From an optimization exercise on the open Yosys and OpenROAD flow, aimed at small area; shortcuts taken in it are not production practice.
Where RTL was checked, it was by simulation tests only, not by an equivalence proof against the original.
The RTL of run 1 was laid out without a check of its function.
No activity file was given, so power comes from the tool's default toggle rates.

===== flow/config.mk =====
export PLATFORM = sky130hd
export DESIGN_NAME = pong
export DESIGN_NICKNAME = pong
export VERILOG_FILES = /design/flow/design.v
export SDC_FILE = /design/flow/constraint.sdc
export NUM_CORES = 4
export LEC_CHECK = 0
export CAP_MARGIN = 20
export CORE_MARGIN = 2
export CORE_UTILIZATION = 60
export CTS_BUF_LIST = sky130_fd_sc_hd__clkbuf_8
export SLEW_MARGIN = 20

===== flow/constraint.sdc =====
create_clock -name core_clock -period 10.0 [get_ports {clk}]
set_input_delay 2.0000 -clock core_clock [delete_from_list [all_inputs] [get_ports {clk}]]
set_output_delay 2.0000 -clock core_clock [all_outputs]
set_load 0.01 [all_outputs]

===== flow/design.v =====
module hvsync_generator(clk, reset, vga_h_sync, vga_v_sync, inDisplayArea, CounterX, CounterY, ResetCollision);
input clk;
input reset;
output vga_h_sync;
output vga_v_sync;
output inDisplayArea;
output [9:0] CounterX;
output [8:0] CounterY;
output ResetCollision;
reg [9:0] CounterX;
reg [8:0] CounterY;
reg [1:0] ph;
wire pce = (ph == 2'b11);
wire CounterXmaxed = CounterX[9] & (&CounterX[7:0]);
wire wrap = pce & CounterXmaxed;
always @(posedge clk)
if (reset)
	{CounterX, ph} <= {10'd0, 2'b10};
else if (wrap)
	{CounterX, ph} <= 12'd0;
else
	{CounterX, ph} <= {CounterX, ph} + 12'd1;
always @(posedge clk)
if (reset)
	CounterY <= 9'd0;
else if (wrap)
	CounterY <= CounterY + 9'd1;
wire x0 = (CounterX[9:1] == 9'd0);        
wire y500 = (CounterY[8:1] == 8'd250);    
wire hs = (CounterX[9:4] == 6'h2D) ? (CounterX[3:0] != 4'd0) : (CounterX == 10'd736);
wire vs = y500 & (CounterY[0] == (x0 & ~CounterX[0]));
assign inDisplayArea = ~(CounterX[9] & (CounterX[8] | CounterX[7])) & (CounterY != 9'd0) &
	~((&CounterY[8:5]) & (CounterY[4:0] != 5'd0));
assign ResetCollision = y500 & ~CounterY[0] & x0 & (CounterX[0] ? (ph == 2'b00) : (ph != 2'b00));
assign vga_h_sync = ~hs;
assign vga_v_sync = ~vs;
endmodule
module pong(
output vga_h_sync, vga_v_sync,
output [3:0] vga_R, vga_G, vga_B,
input clk,
input btnL,
input btnR,
input reset,
input [9:0] start_x,      
input [8:0] start_y,
input start_dir_x,
input start_dir_y,
input [8:0] start_paddle  
);
wire inDisplayArea;
wire [9:0] CounterX;
wire [8:0] CounterY;
wire ResetCollision;
hvsync_generator syncgen(.clk(clk), .reset(reset), .vga_h_sync(vga_h_sync), .vga_v_sync(vga_v_sync),
  .inDisplayArea(inDisplayArea), .CounterX(CounterX), .CounterY(CounterY), .ResetCollision(ResetCollision));
wire moveL, moveR;
btn_counter cntL(.clk(clk), .reset(reset), .btn(btnL), .move(moveL));
btn_counter cntR(.clk(clk), .reset(reset), .btn(btnR), .move(moveR));
reg [8:0] PaddlePosition;
wire [8:0] tp;
assign tp[0] = moveL | moveR;
genvar gi;
generate
for (gi = 1; gi < 9; gi = gi + 1) begin : gtp
	assign tp[gi] = tp[gi-1] & (PaddlePosition[gi-1] ^ moveL);    
end
endgenerate
always @(posedge clk)
if (reset)
	PaddlePosition <= start_paddle;
else
	PaddlePosition <= PaddlePosition ^ tp;
reg [9:0] ballX;
reg [8:0] ballY;
reg ball_inX, ball_inY;
wire xlo = (CounterX[2:0] == ballX[2:0]);
wire ylo = (CounterY[2:0] == ballY[2:0]);
wire [7:0] ux = {1'b0, CounterX[9:3]} - {1'b0, ballX[9:3]};
wire [6:0] uy = {1'b0, CounterY[8:3]} - {1'b0, ballY[8:3]};
wire dx0  = xlo & (ux == 8'd0);
wire dx8  = xlo & (ux == 8'd1);
wire dx16 = xlo & (ux == 8'd2);
wire dy0  = ylo & (uy == 7'd0);
wire dy8  = ylo & (uy == 7'd1);
wire dy16 = ylo & (uy == 7'd2);
always @(posedge clk)
if (reset) ball_inX <= 1'b0;
else if (!ball_inX) ball_inX <= dx0 & ball_inY;
else ball_inX <= !dx16;
always @(posedge clk)
if (reset) ball_inY <= 1'b0;
else if (!ball_inY) ball_inY <= dy0;
else ball_inY <= !dy16;
wire ball = ball_inX & ball_inY;
wire border = (CounterX[9:3]==7'd0) || (CounterX[9:3]==7'd79) || (CounterY[8:3]==6'd0) || (CounterY[8:3]==6'd59);
wire [10:0] dp = {1'b0, CounterX} - {2'b0, PaddlePosition};
wire paddle = (dp[10:7] == 4'd0) && (dp[6:3] != 4'd0) && !((dp[6:3] == 4'hF) && (dp[2:0] != 3'd0)) && (CounterY[8:4]==5'd27);
wire BouncingObject = border | paddle;
reg CollisionX1, CollisionX2, CollisionY1, CollisionY2;
always @(posedge clk) if (reset | ResetCollision) CollisionX1 <= 1'b0; else if (BouncingObject & dx0  & dy8 ) CollisionX1 <= 1'b1;
always @(posedge clk) if (reset | ResetCollision) CollisionX2 <= 1'b0; else if (BouncingObject & dx16 & dy8 ) CollisionX2 <= 1'b1;
always @(posedge clk) if (reset | ResetCollision) CollisionY1 <= 1'b0; else if (BouncingObject & dx8  & dy0 ) CollisionY1 <= 1'b1;
always @(posedge clk) if (reset | ResetCollision) CollisionY2 <= 1'b0; else if (BouncingObject & dx8  & dy16) CollisionY2 <= 1'b1;
reg ball_dirX, ball_dirY;
wire stepX = ResetCollision & ~(CollisionX1 & CollisionX2);    
wire stepY = ResetCollision & ~(CollisionY1 & CollisionY2);
wire [9:0] tx;
wire [8:0] ty;
assign tx[0] = stepX;
assign ty[0] = stepY;
generate
for (gi = 1; gi < 10; gi = gi + 1) begin : gtx
	assign tx[gi] = tx[gi-1] & (ballX[gi-1] ^ ball_dirX);
end
for (gi = 1; gi < 9; gi = gi + 1) begin : gty
	assign ty[gi] = ty[gi-1] & (ballY[gi-1] ^ ball_dirY);
end
endgenerate
always @(posedge clk)
if (reset) begin
	ballX <= start_x;
	ballY <= start_y;
end else begin
	ballX <= ballX ^ tx;
	ballY <= ballY ^ ty;
end
always @(posedge clk)
if (reset) begin
	ball_dirX <= start_dir_x;
	ball_dirY <= start_dir_y;
end else begin
	if (stepX) begin
		if (CollisionX2) ball_dirX <= 1'b1; else if (CollisionX1) ball_dirX <= 1'b0;
	end
	if (stepY) begin
		if (CollisionY2) ball_dirY <= 1'b1; else if (CollisionY1) ball_dirY <= 1'b0;
	end
end
wire G = BouncingObject | ball;
wire R = G | (CounterX[3] ^ CounterY[3]);
reg red, grn;
always @(posedge clk)
if (reset) begin
	red <= 1'b0;
	grn <= 1'b0;
end else begin
	red <= R & inDisplayArea;
	grn <= G & inDisplayArea;
end
assign vga_R = {3'b000, red};
assign vga_G = {3'b000, grn};
assign vga_B = {3'b000, grn};
endmodule
module btn_counter(input clk, input reset, input btn, output move);
localparam [17:0] LFSR_HIT  = 18'h111c6;
localparam [17:0] LFSR_MASK = 18'h3ffdd;
reg [17:0] cnt;
assign move = btn & ((cnt & LFSR_MASK) == (LFSR_HIT & LFSR_MASK));
always @(posedge clk)
if (reset | move)
	cnt <= 18'd0;
else if (btn)
	cnt <= {cnt[16:0], ~(cnt[17] ^ cnt[10])};
endmodule

===== flow/flow/run.sh =====
#!/bin/bash
# The standard layout (the standard.sh, its synthesis unchanged), with two
# changes: the port buffers are the smallest buffer, and clock tree synthesis
# adds no dummy loads.
set -euo pipefail
bash standard.sh \
  BUFFER_PORTS_ARGS="-buffer_cell sky130_fd_sc_hd__buf_1" \
  CTS_ARGS="-sink_clustering_enable -repair_clock_nets -buf_list sky130_fd_sc_hd__clkbuf_8 -dont_use_dummy_load" \
  finish > flow_make.log 2>&1

===== flow/standard.sh =====
#!/bin/bash
# synth_recipe.tcl (not shown) runs the flow's synth.tcl, then flattens the netlist and writes it again
# the make line also repeats each setting of config.mk as NAME=value (left out here)
make -C /OpenROAD-flow-scripts/flow DESIGN_CONFIG=/design/flow/config.mk WORK_HOME=/design/flow/orfs CLKGATE_MAP_FILE= SYNTH_SCRIPT=/design/flow/synth_recipe.tcl "${@:-finish}"

==> impl_results.md, run 1 <==
* Worst-path fanout max at 10
* N_diodes at 0
* Final hold viol count at 0
* Crit share post-route at 41.0%
* Largest net degree at the start of global routing at 79
* Cts bufs inserted at 9
* CTS H-tree lvls at 3
* Post-synth top flop: dfxtp_1
* FF+latch area at 0.00192 sq mm
* RR Endpoint: CollisionX2
* Area Overhead vs Synth at 3.90%
* Commonest cells after routing, fill and taps aside: dfxtp_1, nor2_1, nand2_1
* Worst-path clk slew at 0.07 ns
* Antenna-violating nets left at 0
* Initial antenna violation count at 0
* Non-Filler Instances at 842
* Top achievable clock speed at 0.244 GHz
* Hold Buf Count CTS at 0
* Total gr overflow at 0
* Skew-Pair Late Insertion Delay at 0.37 ns
* Status: finished clean
* Final Slew Violations at 0
* Vias in the first global route at 4,300
* Synthesized area per cell at 8.41 sq um
* Worst Hold Class: reg -> reg
* Final setup viols at 0
* Minimum clock period at 4.10 ns
* Slack of the critical path at 5.90 ns
* Fraction of registers with async set/reset at 0%
* R2R cell count at 10
* Crit path DAT at 2.10 ns
* Slew @ Worst Pin at 0.789 ns
* Total number of yosys warnings at 3
* Multi-input logic area at 0.00354 sq mm
* Dpl cells at 833
* Detailed placement HPWL at 8880 microns
* First-pass GRT wire length at 19,600 microns
* Reg2reg setup slack at 6.62 ns
* DR DRC count at 0
* Rows at 36
* Vias at 4,584
* Layout Nets at 774
* RSZ-0062 raised after global routing: no
* Critical Path Sink: vga_v_sync
* Lkg Pwr at 2.39 nW
* # fillers at 861
* Total track usage at 23.4%
* Critical R2R Launch: PaddlePosition[0]
* Slew HR at 46.0%
* Post-CTS Repair Setup Buffers at 0
* CTS tree: yes
* Worst path required time at 8.00 ns
* IO buf count at 38
* Die Span X at 103 microns
* EDFF count, synth at 2
* Worst hold slack at 0.489 ns
* Clock Path Buffers at 2
* Setup TNS Final at 0 ns
* Core Area at 0.00959 sq mm
* Clk root buf: clkbuf_8
* First-pass DRT Iterations at 4
* Max VDD drop at 0.0902 mV
* Post-synthesis cell count at 694
* Clock skew at 0.0204 ns
* PD cells at 121 mW/mm^2
* Max-cap violation count at 0
* Placed Area at 0.00594 sq mm
* Place WS at 6.07 ns
* Worst Setup Start Kind: register
* Die height at 103 microns
* Total routed wirelength at 11,800 microns
* Final Total Pwr at 0.734 mW
* GP Congestion at 0.806
* Via density per instance at 5.44
* Share of layout cells above drive strength 1 at 5.36%
* Synthesized flop and latch total at 95
* Post-cts sizing count at 0
* Clock Sinks at 95
* Netlist cell types at 70
* Wire per inst at 14.0 microns
* Post-route cell area at 0.00607 sq mm
* Initial cell density of the core at 60.9%
* IO Count at 48
* CP Class: reg -> out
* Initial drt markers at 168
* Commonest non-fill, non-tap cell in the layout: dfxtp_1
* CP Launch Point: syncgen.CounterX[4]
* Final Util at 63.2%
* Post-synthesis sequential area ratio at 32.9%
* Die ar. at 0.0105 sq mm
* Worst setup EP type: output port
* Cell Area, Synth at 0.00584 sq mm
## cell usage after synthesis, types with 6 or more instances
library cell	count	area share, %
a21oi_1	23	2.0
o21ai_0	41	3.5
nor2_1	81	5.2
xnor2_1	53	8.0
buf_4	14	1.8
nand2b_1	8	0.86
clkbuf_1	18	1.2
ha_1	26	5.6
nand2_1	68	4.4
nand3_1	18	1.5
dfxtp_1	93	32
nor4_1	12	1.3
nand4_1	13	1.4
inv_1	39	2.5
mux2i_1	39	6.7
nor3_1	10	0.86
xor2_1	23	3.5
o31ai_1	6	0.77
or3_1	6	0.64
## worst min-delay path by stage
stage                               end  slack [ns]  cells past startpoint          start
after global routing           ball_inY        0.52                      2       ball_inY
after floorplan           syncgen.ph[0]        0.45                      1  syncgen.ph[0]
after detailed placement       ball_inY        0.47                      2       ball_inY
after global placement         ball_inY        0.46                      2       ball_inY
after CTS                      ball_inY        0.49                      2       ball_inY
final                          ball_inY        0.49                      2       ball_inY
## kinds of logic (layout without fill, tap and decap cells)
family | count (synthesis) | after routing | share of synthesized area (%)
buf+inv | 82 | 89 | 6.94
compound gates | 104 | 104 | 11.4
other cells | 1 | 9 | 0.0642
simple gates | 263 | 263 | 23.1
flops | 95 | 95 | 32.9
xor+xnor | 76 | 76 | 11.4
mux | 44 | 44 | 7.65
fa+ha+maj | 29 | 29 | 6.60
## registers in the layout, summed over array words and instances (netlist names), 2 cells and up
register,flops
PaddlePosition,9
ballX,10
ballY,9
cntL.cnt,18
cntR.cnt,18
syncgen.CounterX,10
syncgen.CounterY,9
syncgen.ph,2
## metal layers
metal	vias up	share of wire (%)	global-route usage, %
met5	-	0	0
met4	0	2.0	9.74
met2	76	50	41.6
met1	2098	45	28.6
li1	2394	-	-
met3	16	2.8	2.98
## power breakdown
part           total (mW)  switching, mW  internal (mW)
combinational       0.121         0.0676         0.0535
clock               0.202          0.121         0.0809
sequential          0.412         0.0179          0.394
## critical path, stage by stage (launching register included)
cell,delay [ns]
dfxtp_1,0.46
or4_4,0.55
nor3_4,0.23
a21oi_1,0.10
o21ai_0,0.23
buf_1,0.18
## layout make-up
| class | instances | share of cell area (%) |
|---|---|---|
| Clock buffer | 9 | 2.04 |
| Inverter | 39 | 2.41 |
| Multi-Input combinational cell | 525 | 58.4 |
| Sequential cell | 95 | 31.7 |
| Tap cell | 133 | 2.74 |
| Timing Repair Buffer | 41 | 2.74 |
==> inputs of run 2 (changes only) <==
--- a/flow/design.v
+++ b/flow/design.v
@@ -13,18 +13,32 @@
 wire pce = (ph == 2'b11);
 wire CounterXmaxed = CounterX[9] & (&CounterX[7:0]);
 wire wrap = pce & CounterXmaxed;
+wire [11:0] cx = {CounterX, ph};
+wire [11:0] tc;
+wire [8:0] ty;
+assign tc[0] = 1'b1;
+assign ty[0] = wrap;
+genvar gi;
+generate
+for (gi = 1; gi < 12; gi = gi + 1) begin : gtc
+	assign tc[gi] = tc[gi-1] & cx[gi-1];
+end
+for (gi = 1; gi < 9; gi = gi + 1) begin : gty
+	assign ty[gi] = ty[gi-1] & CounterY[gi-1];
+end
+endgenerate
 always @(posedge clk)
 if (reset)
 	{CounterX, ph} <= {10'd0, 2'b10};
 else if (wrap)
 	{CounterX, ph} <= 12'd0;
 else
-	{CounterX, ph} <= {CounterX, ph} + 12'd1;
+	{CounterX, ph} <= cx ^ tc;
 always @(posedge clk)
 if (reset)
 	CounterY <= 9'd0;
-else if (wrap)
-	CounterY <= CounterY + 9'd1;
+else
+	CounterY <= CounterY ^ ty;
 wire x0 = (CounterX[9:1] == 9'd0);        
 wire y500 = (CounterY[8:1] == 8'd250);    
 wire hs = (CounterX[9:4] == 6'h2D) ? (CounterX[3:0] != 4'd0) : (CounterX == 10'd736);
@@ -76,8 +90,10 @@
 reg ball_inX, ball_inY;
 wire xlo = (CounterX[2:0] == ballX[2:0]);
 wire ylo = (CounterY[2:0] == ballY[2:0]);
-wire [7:0] ux = {1'b0, CounterX[9:3]} - {1'b0, ballX[9:3]};
-wire [6:0] uy = {1'b0, CounterY[8:3]} - {1'b0, ballY[8:3]};
+wire [7:0] ux;    
+wire [6:0] uy;    
+ripple_sub #(7) subx(.a(CounterX[9:3]), .b(ballX[9:3]), .d(ux));
+ripple_sub #(6) suby(.a(CounterY[8:3]), .b(ballY[8:3]), .d(uy));
 wire dx0  = xlo & (ux == 8'd0);
 wire dx8  = xlo & (ux == 8'd1);
 wire dx16 = xlo & (ux == 8'd2);
@@ -94,7 +110,8 @@
 else ball_inY <= !dy16;
 wire ball = ball_inX & ball_inY;
 wire border = (CounterX[9:3]==7'd0) || (CounterX[9:3]==7'd79) || (CounterY[8:3]==6'd0) || (CounterY[8:3]==6'd59);
-wire [10:0] dp = {1'b0, CounterX} - {2'b0, PaddlePosition};
+wire [10:0] dp;
+ripple_sub #(10) subp(.a(CounterX), .b({1'b0, PaddlePosition}), .d(dp));
 wire paddle = (dp[10:7] == 4'd0) && (dp[6:3] != 4'd0) && !((dp[6:3] == 4'hF) && (dp[2:0] != 3'd0)) && (CounterY[8:4]==5'd27);
 wire BouncingObject = border | paddle;
 reg CollisionX1, CollisionX2, CollisionY1, CollisionY2;
@@ -163,3 +180,15 @@
 else if (btn)
 	cnt <= {cnt[16:0], ~(cnt[17] ^ cnt[10])};
 endmodule
+module ripple_sub #(parameter N = 8) (input [N-1:0] a, input [N-1:0] b, output [N:0] d);
+wire [N:0] bw;
+assign bw[0] = 1'b0;
+genvar i;
+generate
+for (i = 0; i < N; i = i + 1) begin : g
+	assign d[i] = a[i] ^ b[i] ^ bw[i];
+	assign bw[i+1] = (~a[i] & b[i]) | (~(a[i] ^ b[i]) & bw[i]);
+end
+endgenerate
+assign d[N] = bw[N];
+endmodule
==> impl_results.md, run 2 <==
* Initial drt markers at 93 (-45%)
* Startpoint of the worst hold path: syncgen.ph[0]
* Crit path DAT at 5.24 ns (+3.14 ns)
* CP peak stage delay at 0.56 ns (about the same)
* Setup TNS Final at 0 ns (unchanged)
* Total routed wirelength at 9780 microns (-17%)
* Worst hold slack at 0.459 ns (-0.0303 ns)
* Post-synth top flop: dfxtp_1
* Final setup viols at 0 (unchanged)
* Clk root buf: clkbuf_8
* EDFF count, synth at 2 (unchanged)
* Antenna-violating nets left at 0 (unchanged)
* Max-cap violation count at 0 (unchanged)
* Worst path required time at 10.28 ns (+2.28 ns)
* Area contributors post-synth: dfxtp_1, mux2i_1, fa_1, xnor2_1, ha_1
* Share of layout cells above drive strength 1 at 6.46% (+1.1 points)
* CP Launch Point: syncgen.CounterX[3]
* IO Count at 48 (unchanged)
* N_diodes at 0 (unchanged)
* Slew @ Worst Pin at 0.721 ns (-0.0682 ns)
* Core Area at 0.00859 sq mm (-10%)
* First-pass DRT Iterations at 4 (unchanged)
* Clock Path Buffers at 2 (unchanged)
* Via density per instance at 5.49 (+0.92%)
* Hold Buf Count CTS at 0 (unchanged)
* Switching pwr at 0.187 mW (-9.5%)
* RSZ-0062 raised after global routing: no
* Initial cell density of the core at 61.2% (+0.39 points)
* PD cells at 127 mW/mm^2 (+4.6%)
* Clk pwr share at 28.4% (+0.9 points)
* CTS H-tree lvls at 3 (unchanged)
* Skew-Pair Late Insertion Delay at 0.37 ns (about the same)
* Slack of the critical path at 5.04 ns (-0.857 ns)
* Crit share post-route at 49.6% (+8.6 points)
* Worst Hold Class: reg -> reg
* Vias at 3,824 (-17%)
* Commonest non-fill, non-tap cell in the layout: dfxtp_1
* Post-synthesis sequential area ratio at 36.5% (+3.6 points)
* CP Class: reg -> reg
* Final Slew Violations at 0 (unchanged)
* GP Congestion at 0.865 (+7.4%)
* Crit path cell chain: inv_1, ha_1, fa_1, fa_1, fa_1, fa_1, fa_1, inv_1, fa_1, and4b_1, nand3_1, nor4_1, nand2_1, or4_1, o21ai_0
* Part of the power in combinational logic at 12.9% (-3.6 points)
* Final Total Pwr at 0.704 mW (-4.1%)
* # fillers at 736 (-15%)
* Post-CTS Repair Setup Buffers at 0 (unchanged)
* IO buf count at 38 (unchanged)
* Layout Nets at 665 (-14%)
* Cell Area, Synth at 0.00526 sq mm (-9.9%)
* Status: finished clean
* Minimum clock period at 4.96 ns (+0.857 ns)
* Cell with the most instances after synthesis: dfxtp_1
* Synthesized area per cell at 9.40 sq um (+12%)
* Worst setup EP type: register
* Total number of yosys warnings at 3 (unchanged)
* Die Span X at 97.7 microns (-4.9%)
* Area Overhead vs Synth at 5.59%
* Top Registers: cntL.cnt: 18 flops, cntR.cnt: 18 flops
* Place WS at 5.04 ns (-1.03 ns)
* Switching part of the total at 26.5% (-1.6 points)
* Internal cell power at 0.517 mW (-2.1%)
* Critical R2R Launch: syncgen.CounterX[3]
* Netlist cell types at 59 (-16%)
* Family with the most delay on the worst path: adder cells
* Clock Sinks at 95 (unchanged)
* Top achievable clock speed at 0.202 GHz (-17%)
* Clock skew at 0.0294 ns (+0.00902 ns)
* Post-cts sizing count at 0 (unchanged)
* Lkg Pwr at 2.18 nW (-8.6%)
* Cell taking the most area after synthesis: dfxtp_1
* Commonest cells after routing, fill and taps aside: dfxtp_1, nor2_1, nand2_1
* Final Util at 64.7% (+1.4 points)
* Detailed placement HPWL at 7140 microns (-20%)
* Wire per inst at 14.1 microns (+0.27%)
* Total track usage at 21.6% (-1.8 points)
* Largest net degree at the start of global routing at 68 (-14%)
* CP bufs+invs at 2 (+1)
* CTS tree: yes
* First-pass GRT wire length at 17,000 microns (-13%)
* Vias in the first global route at 3,667 (-15%)
* Fraction of registers with async set/reset at 0% (unchanged)
* Cts bufs inserted at 9 (unchanged)
* Max VDD drop at 0.109 mV (+21%)
* Die height at 97.7 microns (-4.9%)
* Rows at 34 (-5.6%)
* Post-synthesis cell count at 560 (-19%)
* Top post-synthesis cells by count: dfxtp_1, nor2_1, nand2_1, mux2i_1, xnor2_1
* Worst Setup Start Kind: register
* Critical path's slowest cell: dfxtp_1
* DR DRC count at 0 (unchanged)
* Worst-path clk slew at 0.08 ns (about the same)
* Synth top area share at 35.4% (+3.5 points)
* Die ar. at 0.00954 sq mm (-9.5%)
* CP most frequent cell: fa_1
* Power share of the sequential group at 58.8% (+2.8 points)
* Total gr overflow at 0 (unchanged)
* Synthesized flop and latch total at 95 (unchanged)
* Initial antenna violation count at 0 (unchanged)
* Slew HR at 51.9% (+5.9 points)
* Worst-path fanout max at 8 (-2)
* Final hold viol count at 0 (unchanged)
==> run 2: layout make-up <==
class	instances	area, sq um	area share [%]
Sequential cell	95	1920	34.6
Clock buffer	9	124	2.23
Tap cell	108	135	2.43
Timing Repair Buffer	40	160	2.88
Inverter	30	113	2.03
Multi-Input combinational cell	414	3100	55.8
==> run 2: cells by family (layout without fill, tap and decap cells) <==
group,Yosys count,count (layout),share of synthesized area [%]
muxes,46,46,8.96
AOI/OAI and AO/OA,62,62,6.85
xor gates and xnor gates,48,48,7.99
and+or+nand+nor,208,208,22.0
other,1,9,0.0713
DFF,95,95,36.5
buffers and inverters,59,79,5.16
adders and majority gates,41,41,12.5
==> run 2: metrics by stage <==
step,cells,instance area [sq um]
final,696,5560
after detailed placement,687,5430
after CTS,696,5550
after floorplan,568,5290
after global placement,687,5430
after global routing,696,5560
==> run 2: worst paths after layout <==
check | end | slack [ns] | depth (start not counted)
hold reg to reg | syncgen.ph[0] | 0.46 | 1
setup reg to reg | CollisionX1 | 5.04 | 15
setup / recovery | CollisionX1 | 5.04 | 15
hold / removal | syncgen.ph[0] | 0.46 | 1
==> run 2: power groups by stage <==
stage	sequential, mW	combinational [mW]	clock, mW
after floorplan	0.415	0.0779	0
after global placement	0.422	0.0863	0
after detailed placement	0.423	0.0905	0
after CTS	0.414	0.0910	0.206
after global routing	0.417	0.104	0.219
final	0.414	0.0905	0.200
==> run 2: metal layers <==
layer,wire length [microns],track usage [%]
met3,440,4.75
met4,148,6.41
met5,0,0
met1,4650,28.9
met2,4550,35.4
==> inputs of run 3 (changes only) <==
==> flow/run.sh (new file) <==
#!/bin/bash
# synth_recipe.tcl (not shown) runs the flow's synth.tcl, then flattens the netlist and writes it again
# the make line also repeats each setting of config.mk as NAME=value (left out here)
make -C /OpenROAD-flow-scripts/flow DESIGN_CONFIG=/design/flow/config.mk WORK_HOME=/design/flow/orfs CLKGATE_MAP_FILE= SYNTH_SCRIPT=/design/flow/synth_recipe.tcl finish
removed: flow/flow/run.sh
removed: flow/standard.sh
==> impl_results.md, run 3 <==
* PD cells at 131 mW/mm^2 (+3.7%)
* Total gr overflow at 0 (unchanged)
* Top Registers: cntL.cnt: 18 flops, cntR.cnt: 18 flops
* Share of layout cells above drive strength 1 at 7.24% (+0.78 points)
* # fillers at 744 (+1.1%)
* Clock skew at 0.0122 ns (-0.0172 ns)
* Synthesized flop and latch total at 95 (unchanged)
* CP Class: reg -> reg
* Placed Area at 0.00565 sq mm (+4.1%)
* Via density per instance at 5.43 (-1.2%)
* Skew-Pair Late Insertion Delay at 0.37 ns (about the same)
* Post-cts sizing count at 0 (unchanged)
* Post-synthesis sequential area ratio at 36.5% (unchanged)
* Final setup viols at 0 (unchanged)
* EDFF count, synth at 2 (unchanged)
* Commonest non-fill, non-tap cell in the layout: dfxtp_1
* Cell taking the most area after synthesis: dfxtp_1
* Detailed placement HPWL at 7060 microns (-1.2%)
* Initial drt markers at 124 (+33%)
* Worst setup EP type: register
* Non-Filler Instances at 702 (+0.86%)
* Total number of yosys warnings at 3 (unchanged)
* Slew HR at 30.6% (-21 points)
* IO Count at 48 (unchanged)
* Area Overhead vs Synth at 11.5%
* Minimum clock period at 5.03 ns (+0.0741 ns)
* Final hold viol count at 0 (unchanged)
* Layout Nets at 664 (-0.15%)
* Setup TNS Final at 0 ns (unchanged)
* Post-synthesis cell count at 560 (unchanged)
* Synthesized area per cell at 9.40 sq um (unchanged)
* Cell Area, Synth at 0.00526 sq mm (unchanged)
* Cts bufs inserted at 9 (unchanged)
* Total track usage at 21.9% (+0.26 points)
* Die height at 97.7 microns (unchanged)
* Area contributors post-synth: dfxtp_1, mux2i_1, fa_1, xnor2_1, ha_1
* Crit path DAT at 5.32 ns (+0.08 ns)
* CTS tree: yes
* Hold Buf Count CTS at 0 (unchanged)
* Vias in the first global route at 3,815 (+4.0%)
* Synth top area share at 35.4% (unchanged)
* Initial cell density of the core at 61.2% (unchanged)
* Worst path required time at 10.29 ns (about the same)
* IO buf count at 38 (unchanged)
* Wire per inst at 13.8 microns (-1.7%)
* Clock Sinks at 95 (unchanged)
* Worst-path clk slew at 0.10 ns (+0.02 ns)
* GP Congestion at 0.845 (-2.4%)
* N_diodes at 0 (unchanged)
* Crit share post-route at 50.3% (+0.74 points)
* Post-route cell area at 0.00587 sq mm (+5.6%)
* Total routed wirelength at 9700 microns (-0.84%)
* Commonest cells after routing, fill and taps aside: dfxtp_1, nor2_1, nand2_1
* Dpl cells at 686 (-0.15%)
* Post-synth top flop: dfxtp_1
* First-pass DRT Iterations at 7 (+3)
* Final Total Pwr at 0.771 mW (+9.5%)
* Clk root buf: clkbuf_8
* Post-CTS Repair Setup Buffers at 0 (unchanged)
* Cell with the most instances after synthesis: dfxtp_1
* Top post-synthesis cells by count: dfxtp_1, nor2_1, nand2_1, mux2i_1, xnor2_1
* Die ar. at 0.00954 sq mm (unchanged)
* Final Slew Violations at 0 (unchanged)
* Vias at 3,810 (-0.37%)
* DR DRC count at 0 (unchanged)
* Max-cap violation count at 0 (unchanged)
* Fraction of registers with async set/reset at 0% (unchanged)
* Antenna-violating nets left at 0 (unchanged)
* Initial antenna violation count at 0 (unchanged)
* CTS H-tree lvls at 3 (unchanged)
* Clock Path Buffers at 2 (unchanged)
* Worst Hold Class: reg -> reg
* Top achievable clock speed at 0.199 GHz (-1.5%)
* Rows at 34 (unchanged)
* Status: finished clean
* Worst-path fanout max at 8 (unchanged)
* Lkg Pwr at 2.32 nW (+6.2%)
* First-pass GRT wire length at 17,300 microns (+1.3%)
* Max VDD drop at 0.0848 mV (-22%)
* RSZ-0062 raised after global routing: no
* Netlist cell types at 59 (unchanged)
* Slew @ Worst Pin at 1.04 ns (+0.317 ns)
* Largest net degree at the start of global routing at 68 (unchanged)
* Core Area at 0.00859 sq mm (unchanged)
* Worst Setup Start Kind: register
* Die Span X at 97.7 microns (unchanged)
* Worst hold slack at 0.459 ns (+0.000628 ns)
==> run 3: cell counts after synthesis <==
No cell type changed its count.
==> run 3: layout make-up <==
| type | count | area [sq um] | area share (%) |
|---|---|---|---|
| multi-input cells | 414 | 3100 | 52.9 |
| flip-flops and latches | 95 | 1920 | 32.8 |
| repair buffers | 39 | 383 | 6.53 |
| clock buffers | 10 | 138 | 2.35 |
| well taps | 108 | 135 | 2.30 |
| inverters | 30 | 113 | 1.92 |
| clock inverters | 6 | 72.6 | 1.24 |
==> run 3: report_power, final <==
part	switching [mW]	internal [mW]	total (mW)
combinational	0.0476	0.0505	0.0981
clock	0.152	0.107	0.258
sequential	0.0205	0.394	0.414
==> run 3: stage by stage <==
| stage | utilization (%) | setup slack (ns) |
|---|---|---|
| 2_1_floorplan | - | 5.39 |
| 3_3_place_gp | 65.8 | 5.12 |
| 3_5_place_dp | 65.8 | 5.02 |
| 4_1_cts | 68.2 | 4.96 |
| 5_1_grt | 68.3 | 4.66 |
| 6_report | 68.3 | 4.97 |
==> run 3: per-layer routing <==
layer / vias up / part of all wire, % / wire length [microns] / GRT usage, %
met5: - / 0 / 0 / 0
met4: 0 / 1.5 / 145 / 5.98
met3: 10 / 4.2 / 409 / 5.90
met2: 79 / 47 / 4590 / 37.2
met1: 1769 / 47 / 4550 / 27.5
li1: 1952 / - / - / -
==> run 3: worst max-delay path: stages (launching register included) <==
cell	delay, ns
dfxtp_1	0.59
inv_1	0.12
ha_1	0.24
fa_1	0.38
fa_1	0.39
fa_1	0.39
fa_1	0.40
fa_1	0.37
inv_1	0.07
fa_1	0.39
and4b_1	0.25
nand3_1	0.08
nor4_1	0.58
nand2_1	0.09
or4_1	0.49
o21ai_0	0.15
==> run 3: cell families after synthesis <==
kind of cell	share of synthesized area, %
AOI/OAI and AO/OA	6.85
other	0.0713
buffers and inverters	5.16
adders and majority gates	12.5
and+or+nand+nor	22.0
DFF	36.5
xor gates and xnor gates	7.99
muxes	8.96
==> run 3: worst paths after layout <==
kind	slack [ns]	startpoint	endpoint	depth (start not counted)
max	4.97	syncgen.CounterX[3]	CollisionX2	15
max reg2reg	4.97	syncgen.CounterX[3]	CollisionX2	15
min reg2reg	0.46	syncgen.ph[0]	syncgen.ph[0]	1
min	0.46	syncgen.ph[0]	syncgen.ph[0]	1
==> inputs of run 4 (changes only) <==
--- a/flow/design.v
+++ b/flow/design.v
@@ -71,29 +71,24 @@
 wire moveL, moveR;
 btn_counter cntL(.clk(clk), .reset(reset), .btn(btnL), .move(moveL));
 btn_counter cntR(.clk(clk), .reset(reset), .btn(btnR), .move(moveR));
-reg [8:0] PaddlePosition;
-wire [8:0] tp;
-assign tp[0] = moveL | moveR;
-genvar gi;
-generate
-for (gi = 1; gi < 9; gi = gi + 1) begin : gtp
-	assign tp[gi] = tp[gi-1] & (PaddlePosition[gi-1] ^ moveL);    
-end
-endgenerate
+reg [8:0] nPaddle;
+wire [8:0] np;
+wire stepP = moveL | moveR;
+ripple_add #(9) addp(.a(nPaddle), .b({{8{moveR & ~moveL}}, stepP}), .s(np));    
 always @(posedge clk)
 if (reset)
-	PaddlePosition <= start_paddle;
+	nPaddle <= ~start_paddle;
 else
-	PaddlePosition <= PaddlePosition ^ tp;
-reg [9:0] ballX;
-reg [8:0] ballY;
+	nPaddle <= np;
+reg [9:0] nballX;
+reg [8:0] nballY;
 reg ball_inX, ball_inY;
-wire xlo = (CounterX[2:0] == ballX[2:0]);
-wire ylo = (CounterY[2:0] == ballY[2:0]);
+wire xlo = &(CounterX[2:0] ^ nballX[2:0]);
+wire ylo = &(CounterY[2:0] ^ nballY[2:0]);
 wire [7:0] ux;    
 wire [6:0] uy;    
-ripple_sub #(7) subx(.a(CounterX[9:3]), .b(ballX[9:3]), .d(ux));
-ripple_sub #(6) suby(.a(CounterY[8:3]), .b(ballY[8:3]), .d(uy));
+ripple_sub #(7) subx(.a(CounterX[9:3]), .nb(nballX[9:3]), .d(ux));
+ripple_sub #(6) suby(.a(CounterY[8:3]), .nb(nballY[8:3]), .d(uy));
 wire dx0  = xlo & (ux == 8'd0);
 wire dx8  = xlo & (ux == 8'd1);
 wire dx16 = xlo & (ux == 8'd2);
@@ -111,7 +106,7 @@
 wire ball = ball_inX & ball_inY;
 wire border = (CounterX[9:3]==7'd0) || (CounterX[9:3]==7'd79) || (CounterY[8:3]==6'd0) || (CounterY[8:3]==6'd59);
 wire [10:0] dp;
-ripple_sub #(10) subp(.a(CounterX), .b({1'b0, PaddlePosition}), .d(dp));
+ripple_sub #(10) subp(.a(CounterX), .nb({1'b1, nPaddle}), .d(dp));
 wire paddle = (dp[10:7] == 4'd0) && (dp[6:3] != 4'd0) && !((dp[6:3] == 4'hF) && (dp[2:0] != 3'd0)) && (CounterY[8:4]==5'd27);
 wire BouncingObject = border | paddle;
 reg CollisionX1, CollisionX2, CollisionY1, CollisionY2;
@@ -122,25 +117,17 @@
 reg ball_dirX, ball_dirY;
 wire stepX = ResetCollision & ~(CollisionX1 & CollisionX2);    
 wire stepY = ResetCollision & ~(CollisionY1 & CollisionY2);
-wire [9:0] tx;
-wire [8:0] ty;
-assign tx[0] = stepX;
-assign ty[0] = stepY;
-generate
-for (gi = 1; gi < 10; gi = gi + 1) begin : gtx
-	assign tx[gi] = tx[gi-1] & (ballX[gi-1] ^ ball_dirX);
-end
-for (gi = 1; gi < 9; gi = gi + 1) begin : gty
-	assign ty[gi] = ty[gi-1] & (ballY[gi-1] ^ ball_dirY);
-end
-endgenerate
+wire [9:0] nx;
+wire [8:0] ny;
+ripple_add #(10) addx(.a(nballX), .b({{9{stepX & ~ball_dirX}}, stepX}), .s(nx));
+ripple_add #(9)  addy(.a(nballY), .b({{8{stepY & ~ball_dirY}}, stepY}), .s(ny));
 always @(posedge clk)
 if (reset) begin
-	ballX <= start_x;
-	ballY <= start_y;
+	nballX <= ~start_x;
+	nballY <= ~start_y;
 end else begin
-	ballX <= ballX ^ tx;
-	ballY <= ballY ^ ty;
+	nballX <= nx;
+	nballY <= ny;
 end
 always @(posedge clk)
 if (reset) begin
@@ -180,15 +167,26 @@
 else if (btn)
 	cnt <= {cnt[16:0], ~(cnt[17] ^ cnt[10])};
 endmodule
-module ripple_sub #(parameter N = 8) (input [N-1:0] a, input [N-1:0] b, output [N:0] d);
-wire [N:0] bw;
-assign bw[0] = 1'b0;
+module ripple_sub #(parameter N = 8) (input [N-1:0] a, input [N-1:0] nb, output [N:0] d);
+wire [N:0] c;
+assign c[0] = 1'b1;
 genvar i;
 generate
 for (i = 0; i < N; i = i + 1) begin : g
-	assign d[i] = a[i] ^ b[i] ^ bw[i];
-	assign bw[i+1] = (~a[i] & b[i]) | (~(a[i] ^ b[i]) & bw[i]);
+	assign d[i] = a[i] ^ nb[i] ^ c[i];
+	assign c[i+1] = (a[i] & nb[i]) | (c[i] & (a[i] ^ nb[i]));
 end
 endgenerate
-assign d[N] = bw[N];
+assign d[N] = ~c[N];
 endmodule
+module ripple_add #(parameter N = 8) (input [N-1:0] a, input [N-1:0] b, output [N-1:0] s);
+wire [N:0] c;
+assign c[0] = 1'b0;
+genvar i;
+generate
+for (i = 0; i < N; i = i + 1) begin : g
+	assign s[i] = a[i] ^ b[i] ^ c[i];
+	assign c[i+1] = (a[i] & b[i]) | (c[i] & (a[i] ^ b[i]));
+end
+endgenerate
+endmodule
==> flow/flow/run.sh (new file) <==
#!/bin/bash
# The standard layout (the standard.sh, its synthesis unchanged), with two
# changes: the port buffers are the smallest buffer, and clock tree synthesis
# adds no dummy loads.
set -euo pipefail
bash standard.sh \
  BUFFER_PORTS_ARGS="-buffer_cell sky130_fd_sc_hd__buf_1" \
  CTS_ARGS="-sink_clustering_enable -repair_clock_nets -buf_list sky130_fd_sc_hd__clkbuf_16 -dont_use_dummy_load" \
  finish > flow_make.log 2>&1
==> flow/standard.sh (new file) <==
#!/bin/bash
# synth_recipe.tcl (not shown) runs the flow's synth.tcl, then flattens the netlist and writes it again
# the make line also repeats each setting of config.mk as NAME=value (left out here)
make -C /OpenROAD-flow-scripts/flow DESIGN_CONFIG=/design/flow/config.mk WORK_HOME=/design/flow/orfs CLKGATE_MAP_FILE= SYNTH_SCRIPT=/design/flow/synth_recipe.tcl "${@:-finish}"
removed: flow/run.sh
==> impl_results.md, run 4 <==
* Post-synthesis cell count at 492 (-12%)
* RSZ-0062 raised after global routing: no
* Initial drt markers at 68 (-45%)
* Cts bufs inserted at 9 (unchanged)
* Worst Setup Start Kind: primary input
* Final hold viol count at 0 (unchanged)
* Reg2reg setup slack at 3.98 ns (-0.99 ns)
* First-pass DRT Iterations at 4 (-3)
* Crit share post-route at 65.9% (+16 points)
* Core Area at 0.00822 sq mm (-4.4%)
* Critical path's slowest cell: fa_1
* Switching part of the total at 23.4% (-5.1 points)
* Part of the power in combinational logic at 9.9% (-2.8 points)
* N_diodes at 0 (unchanged)
* First-pass GRT wire length at 14,400 microns (-16%)
* Clk root buf: clkbuf_16
* Initial antenna violation count at 0 (unchanged)
* PD cells at 140 mW/mm^2 (+6.6%)
* Post-synthesis sequential area ratio at 37.9% (+1.4 points)
* Final Slew Violations at 0 (unchanged)
* Worst Hold Class: reg -> reg
* Share of layout cells above drive strength 1 at 4.95% (-2.3 points)
* Final setup viols at 0 (unchanged)
* Largest net degree at the start of global routing at 40 (-41%)
* Minimum clock period at 6.59 ns (+1.55 ns)
* Die ar. at 0.00920 sq mm (-3.6%)
* Slew @ Worst Pin at 0.995 ns (-0.0436 ns)
* Worst path required time at 10.19 ns (-0.10 ns)
* Top post-synthesis cells by count: dfxtp_1, nor2_1, mux2i_1, inv_1, fa_1
* Post-CTS Repair Setup Buffers at 0 (unchanged)
* Top achievable clock speed at 0.152 GHz (-24%)
* EDFF count, synth at 2 (unchanged)
* Hold Buf Count CTS at 0 (unchanged)
* Worst hold slack at 0.460 ns (+0.000352 ns)
* Max-cap violation count at 0 (unchanged)
* IO buf count at 38 (unchanged)
* Vias at 3,317 (-13%)
* Skew-Pair Late Insertion Delay at 0.34 ns (-0.03 ns)
* Worst-path fanout max at 19 (+11)
* Post-cts sizing count at 0 (unchanged)
* Commonest cells after routing, fill and taps aside: dfxtp_1, nor2_1, mux2i_1
* Clock Sinks at 95 (unchanged)
* Antenna-violating nets left at 0 (unchanged)
* Vias in the first global route at 3,131 (-18%)
* Commonest non-fill, non-tap cell in the layout: dfxtp_1
* Wire per inst at 14.2 microns (+2.4%)
* Top Registers: cntL.cnt: 18 flops, cntR.cnt: 18 flops
* Slew HR at 33.6% (+3.1 points)
* Clock Path Buffers at 2 (unchanged)
* Setup TNS Final at 0 ns (unchanged)
* Max VDD drop at 0.0856 mV (+0.95%)
* CP most frequent cell: fa_1
* Crit path cell chain: buf_1, buf_4, and4b_1, nand4_1, o211ai_1, inv_1, fa_1, fa_1, fa_1, fa_1, fa_1, inv_1, fa_1, inv_1, fa_1, xnor2_1, xnor2_1, mux2i_1
* Via density per instance at 5.27 (-3.0%)
* Post-synth top flop: dfxtp_1
* Rows at 33 (-2.9%)
* Total routed wirelength at 8920 microns (-8.1%)
* Power share of the sequential group at 53.0% (-0.8 points)
* Cell taking the most area after synthesis: dfxtp_1
* DR DRC count at 0 (unchanged)
* Total gr overflow at 0 (unchanged)
* Fraction of registers with async set/reset at 0% (unchanged)
* Cell with the most instances after synthesis: dfxtp_1
* Cell Area, Synth at 0.00507 sq mm (-3.7%)
* Total number of yosys warnings at 3 (unchanged)
* Area Overhead vs Synth at 8.25%
* CTS H-tree lvls at 3 (unchanged)
* Status: finished clean
* Switching pwr at 0.180 mW (-18%)
* CTS tree: yes
* Worst setup EP type: register
* CP Class: in -> reg
* Netlist cell types at 49 (-17%)
* CP peak stage delay at 0.50 ns (-0.09 ns)
* Synth top area share at 36.7% (+1.4 points)
* Synthesized flop and latch total at 95 (unchanged)
* Area contributors post-synth: dfxtp_1, fa_1, mux2i_1, ha_1, nor2_1
* Total track usage at 20.6% (-1.3 points)
* Synthesized area per cell at 10.3 sq um (+9.6%)
* Layout Nets at 627 (-5.6%)
* Die Span X at 95.9 microns (-1.8%)
* Die height at 95.9 microns (-1.8%)
* Worst-path clk slew at 0.07 ns (-0.03 ns)
* Internal cell power at 0.588 mW (+6.7%)
* Clk pwr share at 37.1% (+3.6 points)
* Clock skew at 0.0176 ns (+0.00547 ns)
* Crit path DAT at 6.78 ns (+1.46 ns)
* Initial cell density of the core at 61.7% (+0.43 points)
* Detailed placement HPWL at 6760 microns (-4.2%)
* Lkg Pwr at 2.47 nW (+6.3%)
* GP Congestion at 0.842 (-0.38%)
* IO Count at 48 (unchanged)
==> run 4: cells by family (layout without fill, tap and decap cells) <==
kind of cell | Yosys count | after routing | synth area share (%)
AOI/OAI and AO/OA | 36 | 36 | 4.10
xor gates and xnor gates | 22 | 22 | 3.80
adders and majority gates | 66 | 66 | 22.4
buffers and inverters | 70 | 95 | 6.07
DFF | 95 | 95 | 37.9
muxes | 50 | 50 | 9.93
other | 1 | 9 | 0.0740
and+or+nand+nor | 152 | 152 | 15.7
==> run 4: per-layer routing <==
layer	part of all wire [%]	GRT usage [%]	vias up	routed length, microns
met3	3.4	5.01	7	307
met5	0	0	-	0
met4	0.83	4.40	0	74
li1	-	-	1684	-
met1	48	27.2	1571	4270
met2	48	34.7	55	4270
==> run 4: path summary, 6_finish.rpt <==
kind                       start            end  depth (start not counted)
min                syncgen.ph[0]  syncgen.ph[0]                          1
max                         btnL     nPaddle[8]                         18
min reg2reg        syncgen.ph[0]  syncgen.ph[0]                          1
max reg2reg  syncgen.CounterY[3]      nballX[9]                         17
==> run 4: cell type report <==
type                            count  area (sq um)
Clock buffer                        9           225
Sequential cell                    95          1920
Timing Repair Buffer               41           166
Multi-Input combinational cell    335          2870
Tap cell                          105           131
Fill cell                         702          2730
Inverter                           45           169
==> run 4: metrics by stage <==
stage / area (sq um) / setup slack (ns) / std cells / util, % / total power, mW
6_report: 5490 / 3.41 / 630 / 66.8 / 0.768
5_1_grt: 5490 / 3.10 / 630 / 66.8 / 0.801
4_1_cts: 5480 / 3.43 / 630 / 66.7 / 0.778
3_5_place_dp: 5260 / 3.05 / 621 / 64.0 / 0.492
3_3_place_gp: 5260 / 3.21 / 621 / 64.0 / 0.489
2_1_floorplan: 5100 / 3.31 / 500 / - / 0.473
==> run 4: worst max-delay path: cells and delay by family <==
family | cells | cell delay [ns]
xor+xnor | 2 | 0.33
simple gates | 2 | 0.39
compound gates | 1 | 0.41
mux | 1 | 0.10
buf+inv | 5 | 0.78
fa+ha+maj | 7 | 2.76
==> run 4: power by group through the flow <==
stage / sequential (mW) / combinational (mW) / clock (mW)
after floorplan: 0.412 / 0.0616 / 0
after global placement: 0.415 / 0.0732 / 0
after detailed placement: 0.415 / 0.0764 / 0
after CTS: 0.407 / 0.0771 / 0.293
after global routing: 0.409 / 0.0871 / 0.305
final: 0.407 / 0.0760 / 0.285
==> inputs of run 5 (changes only) <==
--- a/flow/flow/run.sh
+++ b/flow/flow/run.sh
@@ -5,5 +5,5 @@
 set -euo pipefail
 bash standard.sh \
   BUFFER_PORTS_ARGS="-buffer_cell sky130_fd_sc_hd__buf_1" \
-  CTS_ARGS="-sink_clustering_enable -repair_clock_nets -buf_list sky130_fd_sc_hd__clkbuf_16 -dont_use_dummy_load" \
+  CTS_ARGS="-sink_clustering_enable -repair_clock_nets -buf_list sky130_fd_sc_hd__clkbuf_8 -dont_use_dummy_load" \
   finish > flow_make.log 2>&1
==> impl_results.md, run 5 <==
* Status: finished clean
* Core Area at 0.00822 sq mm (unchanged)
* First-pass GRT wire length at 14,500 microns (+0.43%)
* Area contributors post-synth: dfxtp_1, fa_1, mux2i_1, ha_1, nor2_1
* Initial antenna violation count at 0 (unchanged)
* Layout Nets at 627 (unchanged)
* Max-cap violation count at 0 (unchanged)
* R2R cell count at 17 (unchanged)
* Synthesized area per cell at 10.3 sq um (unchanged)
* DR DRC count at 0 (unchanged)
* Minimum clock period at 6.55 ns (-0.0422 ns)
* Die Span X at 95.9 microns (unchanged)
* Cts bufs inserted at 9 (unchanged)
* Total routed wirelength at 8980 microns (+0.67%)
* Initial drt markers at 63 (-7.4%)
* Crit path DAT at 6.77 ns (about the same)
* CP peak stage delay at 0.50 ns (about the same)
* EDFF count, synth at 2 (unchanged)
* N_diodes at 0 (unchanged)
* Top Registers: cntL.cnt: 18 flops, cntR.cnt: 18 flops
* Cell Area, Synth at 0.00507 sq mm (unchanged)
* Rows at 33 (unchanged)
* Synth top area share at 36.7% (unchanged)
* Total number of yosys warnings at 3 (unchanged)
* Critical R2R Launch: syncgen.CounterY[3]
* Final Total Pwr at 0.682 mW (-11%)
* Crit share post-route at 65.5% (-0.42 points)
* Antenna-violating nets left at 0 (unchanged)
* Post-synth top flop: dfxtp_1
* Fraction of registers with async set/reset at 0% (unchanged)
* Detailed placement HPWL at 6760 microns (unchanged)
* Worst Hold Class: reg -> reg
* Met1 Wirelength at 4270 microns (about the same)
* Clock Path Buffers at 2 (unchanged)
* # fillers at 714 (+1.7%)
* IO Count at 48 (unchanged)
* Skew-Pair Late Insertion Delay at 0.36 ns (+0.02 ns)
* Post-CTS Repair Setup Buffers at 0 (unchanged)
* Post-synthesis cell count at 492 (unchanged)
* Placed Area at 0.00526 sq mm (unchanged)
* Worst-path fanout max at 19 (unchanged)
* Via density per instance at 5.28 (+0.27%)
* Share of layout cells above drive strength 1 at 4.95% (unchanged)
* WL met2 at 4260 microns (-0.28%)
* Total track usage at 20.8% (+0.21 points)
* Clk root buf: clkbuf_8
* Netlist cell types at 49 (unchanged)
* Top achievable clock speed at 0.153 GHz (+0.64%)
* Post-cts sizing count at 0 (unchanged)
* GP Congestion at 0.842 (unchanged)
* Slew HR at 33.8% (+0.19 points)
* Worst-path clk slew at 0.10 ns (+0.03 ns)
* Cell taking the most area after synthesis: dfxtp_1
* Clock Sinks at 95 (unchanged)
* Worst setup EP type: register
* Cell with the most instances after synthesis: dfxtp_1
* Die height at 95.9 microns (unchanged)
* First-pass DRT Iterations at 4 (unchanged)
* Lkg Pwr at 2.42 nW (-1.9%)
* Final Slew Violations at 0 (unchanged)
* Final setup viols at 0 (unchanged)
* Largest net degree at the start of global routing at 40 (unchanged)
* Area Overhead vs Synth at 6.25%
* Commonest non-fill, non-tap cell in the layout: dfxtp_1
* Post-route cell area at 0.00538 sq mm (-1.8%)
* CP Class: in -> reg
* Critical Path Sink: nPaddle[8]
* CTS H-tree lvls at 3 (unchanged)
* RR Endpoint: nballX[9]
* PD cells at 127 mW/mm^2 (-9.5%)
* Vias at 3,326 (+0.27%)
* Total gr overflow at 0 (unchanged)
* CTS tree: yes
* Hold Buf Count CTS at 0 (unchanged)
* Slew @ Worst Pin at 0.992 ns (-0.00284 ns)
* WL met3 at 320 microns (+4.2%)
* Final hold viol count at 0 (unchanged)
* Commonest cells after routing, fill and taps aside: dfxtp_1, nor2_1, mux2i_1
* Worst Setup Start Kind: primary input
* DR top layer: met4
* Wire per inst at 14.3 microns (+0.67%)
* Post-synthesis sequential area ratio at 37.9% (unchanged)
* CP Launch Point: btnL
* Top post-synthesis cells by count: dfxtp_1, nor2_1, mux2i_1, inv_1, fa_1
* Final Util at 65.5% (-1.2 points)
* Worst path required time at 10.23 ns (+0.04 ns)
* Initial cell density of the core at 61.7% (unchanged)
* Clock skew at 0.0254 ns (+0.00779 ns)
* CP most frequent cell: fa_1
* Crit path cell chain: buf_1, buf_4, and4b_1, nand4_1, o211ai_1, inv_1, fa_1, fa_1, fa_1, fa_1, fa_1, inv_1, fa_1, inv_1, fa_1, xnor2_1, xnor2_1, mux2i_1
* Setup TNS Final at 0 ns (unchanged)
* Vias in the first global route at 3,132 (+0.032%)
* Max VDD drop at 0.0838 mV (-2.1%)
* RSZ-0062 raised after global routing: no
* Synthesized flop and latch total at 95 (unchanged)
* Worst hold slack at 0.451 ns (-0.00858 ns)
* Critical path's slowest cell: fa_1
* Die ar. at 0.00920 sq mm (unchanged)
* Reg2reg setup slack at 3.99 ns (about the same)
* IO buf count at 38 (unchanged)
-- run 5: power by group --
group	internal, mW	switching [mW]
Combinational	0.0349	0.0410
Clock	0.0809	0.119
Sequential	0.394	0.0125
-- run 5: layout make-up --
class / instances / area (sq um) / area share (%)
Multi-Input combinational cell: 335 / 2870 / 53.3
Clock buffer: 9 / 124 / 2.30
Timing Repair Buffer: 41 / 166 / 3.09
Inverter: 45 / 169 / 3.14
Tap cell: 105 / 131 / 2.44
Sequential cell: 95 / 1920 / 35.7
-- run 5: how the worst min path moves through the flow --
stage                    end  cells past startpoint  slack (ns)     startpoint
5_1_grt        syncgen.ph[0]                      1        0.47  syncgen.ph[0]
6_report       syncgen.ph[0]                      1        0.45  syncgen.ph[0]
2_1_floorplan  syncgen.ph[0]                      1        0.43  syncgen.ph[0]
4_1_cts        syncgen.ph[0]                      1        0.45  syncgen.ph[0]
3_3_place_gp   syncgen.ph[0]                      1        0.44  syncgen.ph[0]
3_5_place_dp   syncgen.ph[0]                      1        0.44  syncgen.ph[0]
-- run 5: worst max-delay path, delay by kind of cell --
family                   cells  cell delay, ns
AND/OR/NAND/NOR              2            0.39
buffers and inverters        5            0.78
XOR/XNOR                     2            0.33
AO/OA/AOI/OAI                1            0.41
adder cells (fa/ha/maj)      7            2.76
multiplexers                 1            0.10
-- run 5: cells by family after synthesis --
group / Yosys count / synth area share (%)
adders and majority gates: 66 / 22.4
AOI/OAI and AO/OA: 36 / 4.10
other: 1 / 0.0740
DFF: 95 / 37.9
buffers and inverters: 70 / 6.07
muxes: 50 / 9.93
and+or+nand+nor: 152 / 15.7
xor gates and xnor gates: 22 / 3.80
-- run 5: per-stage QoR --
step | std cells | worst slack (ns)
2_1_floorplan | 500 | 3.31
3_3_place_gp | 621 | 3.21
3_5_place_dp | 621 | 3.05
4_1_cts | 630 | 3.47
5_1_grt | 630 | 3.15
6_report | 630 | 3.45
-- run 5: per-layer routing --
| layer | GRT usage, % | vias to the layer above |
|---|---|---|
| li1 | - | 1679 |
| met1 | 27.6 | 1576 |
| met2 | 34.5 | 61 |
| met3 | 4.23 | 10 |
| met4 | 6.43 | 0 |
| met5 | 0 | - |
==> inputs of run 6 (changes only) <==
--- a/flow/design.v
+++ b/flow/design.v
@@ -157,13 +157,14 @@
 assign vga_B = {3'b000, grn};
 endmodule
 module btn_counter(input clk, input reset, input btn, output move);
-localparam [17:0] LFSR_HIT  = 18'h111c6;
-localparam [17:0] LFSR_MASK = 18'h3ffdd;
+localparam [17:0] LFSR_START = 18'h1a85c;
+localparam [17:0] LFSR_HIT   = 18'h001c0;
+localparam [17:0] LFSR_MASK  = 18'h3fff8;
 reg [17:0] cnt;
 assign move = btn & ((cnt & LFSR_MASK) == (LFSR_HIT & LFSR_MASK));
 always @(posedge clk)
 if (reset | move)
-	cnt <= 18'd0;
+	cnt <= LFSR_START;
 else if (btn)
 	cnt <= {cnt[16:0], ~(cnt[17] ^ cnt[10])};
 endmodule
==> impl_results.md, run 6 <==
* Status: finished clean
* Max VDD drop at 0.0808 mV (-3.5%)
* N_diodes at 0 (unchanged)
* Cts bufs inserted at 9 (unchanged)
* Layout Nets at 627 (unchanged)
* Synthesized area per cell at 10.3 sq um (-0.28%)
* CP Class: in -> reg
* Worst hold slack at 0.467 ns (+0.0163 ns)
* Post-synth top flop: dfxtp_1
* Netlist cell types at 42 (-14%)
* First-pass GRT wire length at 15,700 microns (+8.6%)
* Crit share post-route at 63.0% (-2.5 points)
* Largest net degree at the start of global routing at 38 (-5.0%)
* Wire per inst at 14.9 microns (+4.7%)
* Total routed wirelength at 9400 microns (+4.7%)
* Worst Setup Start Kind: primary input
* Antenna-violating nets left at 0 (unchanged)
* Placed Area at 0.00525 sq mm (-0.14%)
* Synthesized flop and latch total at 95 (unchanged)
* Total gr overflow at 0 (unchanged)
* Die ar. at 0.00919 sq mm (about the same)
* First-pass DRT Iterations at 4 (unchanged)
* Commonest non-fill, non-tap cell in the layout: dfxtp_1
* Commonest cells after routing, fill and taps aside: dfxtp_1, mux2i_1, nand2_1
* Vias in the first global route at 3,337 (+6.5%)
* Setup TNS Final at 0 ns (unchanged)
* Initial cell density of the core at 61.6% (about the same)
* Max-cap violation count at 0 (unchanged)
* Worst path required time at 10.26 ns (+0.03 ns)
* Detailed placement HPWL at 7030 microns (+4.0%)
* Cell with the most instances after synthesis: dfxtp_1
* Slew HR at 33.1% (-0.69 points)
* Share of layout cells above drive strength 1 at 4.95% (unchanged)
* Top Registers: cntL.cnt: 18 flops, cntR.cnt: 18 flops
* Area share of xor/xnor cells in the synthesized design at 3.81% (about the same)
* Post-CTS Repair Setup Buffers at 0 (unchanged)
* IO buf count at 38 (unchanged)
* Synth Area in Simple Gates at 16.4% (+0.63 points)
* Lkg Pwr at 2.46 nW (+1.7%)
* Total track usage at 22.6% (+1.8 points)
* IO Count at 48 (unchanged)
* Post-synthesis cell count at 493 (+0.20%)
* Worst-path clk slew at 0.07 ns (-0.03 ns)
* Post-cts sizing count at 0 (unchanged)
* Final Total Pwr at 0.708 mW (+3.8%)
* Post-synthesis mux area share at 10.1% (+0.21 points)
* Area contributors post-synth: dfxtp_1, fa_1, mux2i_1, ha_1, nand2_1
* Worst Hold Class: reg -> reg
* Worst-path fanout max at 19 (unchanged)
* Clock skew at 0.0296 ns (+0.00414 ns)
* RSZ-0062 raised after global routing: no
* Largest family of logic cells by synthesized area: adder cells
* Total number of yosys warnings at 3 (unchanged)
* Area Overhead vs Synth at 6.10%
* EDFF count, synth at 2 (unchanged)
* Die Span X at 95.9 microns (about the same)
* # fillers at 728 (+2.0%)
* Via density per instance at 5.29 (+0.12%)
* Clock Path Buffers at 2 (unchanged)
* Vias at 3,330 (+0.12%)
* Final hold viol count at 0 (unchanged)
* Top achievable clock speed at 0.159 GHz (+3.9%)
* Clock Sinks at 95 (unchanged)
* Compound-Gate Fraction of Synth Area at 3.14% (-0.96 points)
* Top post-synthesis cells by count: dfxtp_1, mux2i_1, nand2_1, inv_1, fa_1
* Post-route cell area at 0.00537 sq mm (-0.21%)
* Clk root buf: clkbuf_8
* Core Area at 0.00822 sq mm (unchanged)
* Area share of fa/ha/maj cells after synthesis at 22.4% (about the same)
* Cell Area, Synth at 0.00506 sq mm (about the same)
* Die height at 95.9 microns (about the same)
* Post-synthesis sequential area ratio at 38.0% (about the same)
* Initial drt markers at 104 (+65%)
* Final Slew Violations at 0 (unchanged)
* CTS tree: yes
* PD cells at 132 mW/mm^2 (+4.0%)
* Cell taking the most area after synthesis: dfxtp_1
* CTS H-tree lvls at 3 (unchanged)
* Skew-Pair Late Insertion Delay at 0.36 ns (about the same)
* DR DRC count at 0 (unchanged)
* Hold Buf Count CTS at 0 (unchanged)
* Minimum clock period at 6.30 ns (-0.248 ns)
* Worst setup EP type: register
* GP Congestion at 0.823 (-2.2%)
* Fraction of registers with async set/reset at 0% (unchanged)
* Crit path DAT at 6.56 ns (-0.21 ns)
* Synth top area share at 36.8% (about the same)
* Initial antenna violation count at 0 (unchanged)
* Rows at 33 (unchanged)
* Final setup viols at 0 (unchanged)
* Slew @ Worst Pin at 1.00 ns (+0.00933 ns)
-- run 6: cell count changes in the layout (fill, tap and decap cells not counted), sizes merged, moves of 2 or more --
cell,change
and2,+2
nor4b,+3
a21oi,-4
nor2,-18
or4,-3
nand4,+3
or4bb,-2
nand2,+20
xnor2,-2
nor4,+3
o311ai,-2
xor2,+2
-- run 6: metal layers --
metal  up-vias  part of all wire [%]  GRT usage, %
li1       1679                     -             -
met1      1597                    49          31.2
met2        44                    47          36.7
met3        10                   2.5          3.92
met4         0                   1.0          7.14
met5         -                     0             0
-- run 6: worst paths after layout --
path / startpoint / end / slack, ns / cells after the start
setup / recovery: btnL / nPaddle[8] / 3.70 / 17
hold / removal: syncgen.ph[0] / syncgen.ph[0] / 0.47 / 1
setup reg to reg: syncgen.CounterY[3] / nballX[9] / 4.01 / 17
hold reg to reg: syncgen.ph[0] / syncgen.ph[0] / 0.47 / 1
-- run 6: area by class of cell --
type / instances / area, sq um / share of cell area, %
Tap cell: 105 / 131 / 2.45
Sequential cell: 95 / 1920 / 35.8
Timing Repair Buffer: 41 / 166 / 3.10
Clock buffer: 9 / 124 / 2.31
Multi-Input combinational cell: 335 / 2860 / 53.2
Inverter: 45 / 169 / 3.14
-- run 6: critical path: stages --
cell	delay (ns)
buf_1	0.07
buf_4	0.29
nor4b_1	0.26
nand4_1	0.20
nor2b_1	0.35
fa_1	0.51
fa_1	0.43
fa_1	0.43
fa_1	0.42
fa_1	0.40
inv_1	0.09
fa_1	0.17
inv_1	0.05
fa_1	0.40
xor2_1	0.18
xnor2_1	0.13
mux2i_1	0.18
-- run 6: cells by family after synthesis --
logic type	after synthesis
simple gates	158
mux	51
other cells	1
buf+inv	71
flops	95
fa+ha+maj	66
xor+xnor	22
compound gates	29
-- run 6: per-stage QoR --
step,setup slack (ns),instances,utilization [%]
after floorplan,3.56,501,-
after global placement,3.46,621,63.9
after detailed placement,3.31,621,63.9
after CTS,3.66,630,65.4
after global routing,3.40,630,65.4
final,3.70,630,65.4
-- run 6: power breakdown --
group          internal, mW  switching, mW  total, mW
clock                0.0811          0.120      0.201
combinational        0.0402         0.0454     0.0856
sequential            0.402         0.0194      0.422
==> inputs of run 7 (changes only) <==
--- a/flow/config.mk
+++ b/flow/config.mk
@@ -5,8 +5,8 @@
 export SDC_FILE = /design/flow/constraint.sdc
 export NUM_CORES = 4
 export LEC_CHECK = 0
-export CAP_MARGIN = 20
+export CAP_MARGIN = 0
 export CORE_MARGIN = 2
 export CORE_UTILIZATION = 60
 export CTS_BUF_LIST = sky130_fd_sc_hd__clkbuf_8
-export SLEW_MARGIN = 20
+export SLEW_MARGIN = 0
==> impl_results.md, run 7 <==
* Status: finished clean
* Die ar. at 0.00919 sq mm (unchanged)
* CP Class: in -> reg
* Cell Area, Synth at 0.00506 sq mm (unchanged)
* First-pass GRT wire length at 15,700 microns (unchanged)
* Worst path required time at 10.26 ns (about the same)
* Post-synthesis sequential area ratio at 38.0% (unchanged)
* Final setup viols at 0 (unchanged)
* Total track usage at 22.6% (unchanged)
* PD cells at 132 mW/mm^2 (unchanged)
* Top post-synthesis cells by count: dfxtp_1, mux2i_1, nand2_1, inv_1, fa_1
* CP most frequent cell: fa_1
* Setup TNS Final at 0 ns (unchanged)
* GRT Max-Usage Layer: met2
* Wire per inst at 14.9 microns (unchanged)
* Initial antenna violation count at 0 (unchanged)
* First-pass DRT Iterations at 4 (unchanged)
* Total number of yosys warnings at 3 (unchanged)
* Max VDD drop at 0.0808 mV (unchanged)
* Clock Sinks at 95 (unchanged)
* Top achievable clock speed at 0.159 GHz (unchanged)
* Cell taking the most area after synthesis: dfxtp_1
* Rows at 33 (unchanged)
* GP Congestion at 0.823 (unchanged)
* Final hold viol count at 0 (unchanged)
* N_diodes at 0 (unchanged)
* Slew HR at 33.1% (unchanged)
* Grt met2 use at 36.7% (unchanged)
* Dpl cells at 621 (unchanged)
* Worst Setup Start Kind: primary input
* Layout Nets at 627 (unchanged)
* Crit path DAT at 6.56 ns (about the same)
* IO buf count at 38 (unchanged)
* IO Count at 48 (unchanged)
* Worst Hold Class: reg -> reg
* Fraction of registers with async set/reset at 0% (unchanged)
* Slew @ Worst Pin at 1.00 ns (unchanged)
* Lkg Pwr at 2.46 nW (unchanged)
* Initial cell density of the core at 61.6% (unchanged)
* Antenna-violating nets left at 0 (unchanged)
* Skew-Pair Late Insertion Delay at 0.36 ns (about the same)
* Initial drt markers at 104 (unchanged)
* Clock Path Buffers at 2 (unchanged)
* CP peak stage delay at 0.51 ns (about the same)
* EDFF count, synth at 2 (unchanged)
* Total routed wirelength at 9400 microns (unchanged)
* Global Route met3 Usage at 3.92% (unchanged)
* Die height at 95.9 microns (unchanged)
* Netlist cell types at 42 (unchanged)
* Area contributors post-synth: dfxtp_1, fa_1, mux2i_1, ha_1, nand2_1
* Clock skew at 0.0296 ns (unchanged)
* Minimum clock period at 6.30 ns (unchanged)
* Die Span X at 95.9 microns (unchanged)
* Area Overhead vs Synth at 6.10% (unchanged)
* Detailed placement HPWL at 7030 microns (unchanged)
* Commonest non-fill, non-tap cell in the layout: dfxtp_1
* Post-CTS Repair Setup Buffers at 0 (unchanged)
* Met1 GRT Util at 31.2% (unchanged)
* Share of layout cells above drive strength 1 at 4.95% (unchanged)
* Cts bufs inserted at 9 (unchanged)
* CTS tree: yes
* CTS H-tree lvls at 3 (unchanged)
* Worst setup EP type: register
* Worst-path fanout max at 19 (unchanged)
* Post-synth top flop: dfxtp_1
* DR DRC count at 0 (unchanged)
* Non-Filler Instances at 630 (unchanged)
* Synth top area share at 36.8% (unchanged)
* Final Slew Violations at 0 (unchanged)
* Clk root buf: clkbuf_8
* Core Area at 0.00822 sq mm (unchanged)
* Synthesized area per cell at 10.3 sq um (unchanged)
* Largest net degree at the start of global routing at 38 (unchanged)
* Hold Buf Count CTS at 0 (unchanged)
* Max-cap violation count at 0 (unchanged)
* Via density per instance at 5.29 (unchanged)
* Crit path cell chain: buf_1, buf_4, nor4b_1, nand4_1, nor2b_1, fa_1, fa_1, fa_1, fa_1, fa_1, inv_1, fa_1, inv_1, fa_1, xor2_1, xnor2_1, mux2i_1
* Vias at 3,330 (unchanged)
* Post-cts sizing count at 0 (unchanged)
* Commonest cells after routing, fill and taps aside: dfxtp_1, mux2i_1, nand2_1
* Total gr overflow at 0 (unchanged)
* Synthesized flop and latch total at 95 (unchanged)
* Vias in the first global route at 3,337 (unchanged)
* Top Registers: cntL.cnt: 18 flops, cntR.cnt: 18 flops
* Worst-path clk slew at 0.07 ns (about the same)
* Post-synthesis cell count at 493 (unchanged)
* Crit share post-route at 63.0% (unchanged)
* Critical path's slowest cell: fa_1
* Cell with the most instances after synthesis: dfxtp_1
* RSZ-0062 raised after global routing: no
run 7: final cells by class:
type	count	area, sq um
Tap cell	105	131
Inverter	45	169
Clock buffer	9	124
Multi-Input combinational cell	335	2860
Fill cell	728	2840
Sequential cell	95	1920
Timing Repair Buffer	41	166
run 7: worst paths after layout:
path	start	to	slack [ns]	cells past startpoint
worst max-delay path	btnL	nPaddle[8]	3.70	17
worst min-delay path	syncgen.ph[0]	syncgen.ph[0]	0.47	1
worst max register to register	syncgen.CounterY[3]	nballX[9]	4.01	17
worst min register to register	syncgen.ph[0]	syncgen.ph[0]	0.47	1
run 7: logic make-up after synthesis:
family | Yosys count | synth area share [%]
simple gates | 158 | 16.4
flops | 95 | 38.0
buf+inv | 71 | 6.15
fa+ha+maj | 66 | 22.4
mux | 51 | 10.1
compound gates | 29 | 3.14
xor+xnor | 22 | 3.81
other cells | 1 | 0.0741
run 7: worst max-delay path, delay by kind of cell:
family | cells | cell delay [ns]
adder cells (fa/ha/maj) | 7 | 2.76
multiplexers | 1 | 0.18
buffers and inverters | 4 | 0.50
XOR/XNOR | 2 | 0.31
AND/OR/NAND/NOR | 3 | 0.81
run 7: report_power, final:
group | switching (mW) | internal (mW) | leakage [nW]
Combinational | 0.0454 | 0.0402 | 1.61
Clock | 0.120 | 0.0811 | 0.0647
Sequential | 0.0194 | 0.402 | 0.788
run 7: layer usage:
metal / vias to the layer above / wire length (microns)
li1: 1679 / -
met1: 1597 / 4610
met2: 44 / 4460
met3: 10 / 234
met4: 0 / 98
met5: - / 0
run 7: through the flow:
stage / cell area [sq um] / total power, mW / util [%] / setup slack [ns] / hold slack (ns)
6_report: 5370 / 0.708 / 65.4 / 3.70 / 0.467
2_1_floorplan: 5090 / 0.494 / - / 3.56 / 0.427
4_1_cts: 5370 / 0.714 / 65.4 / 3.66 / 0.473
3_5_place_dp: 5250 / 0.516 / 63.9 / 3.31 / 0.464
3_3_place_gp: 5250 / 0.513 / 63.9 / 3.46 / 0.438
5_1_grt: 5370 / 0.746 / 65.4 / 3.40 / 0.488

Re-timed with assumed drivers on the ports (clkbuf_16 on the clock, buf_2 on other inputs), run 7 has 3.715 ns of setup slack against 3.702 ns with ideal ports, and 3.335 ns once port delays also move by the mid clock arrival of 0.380 ns.
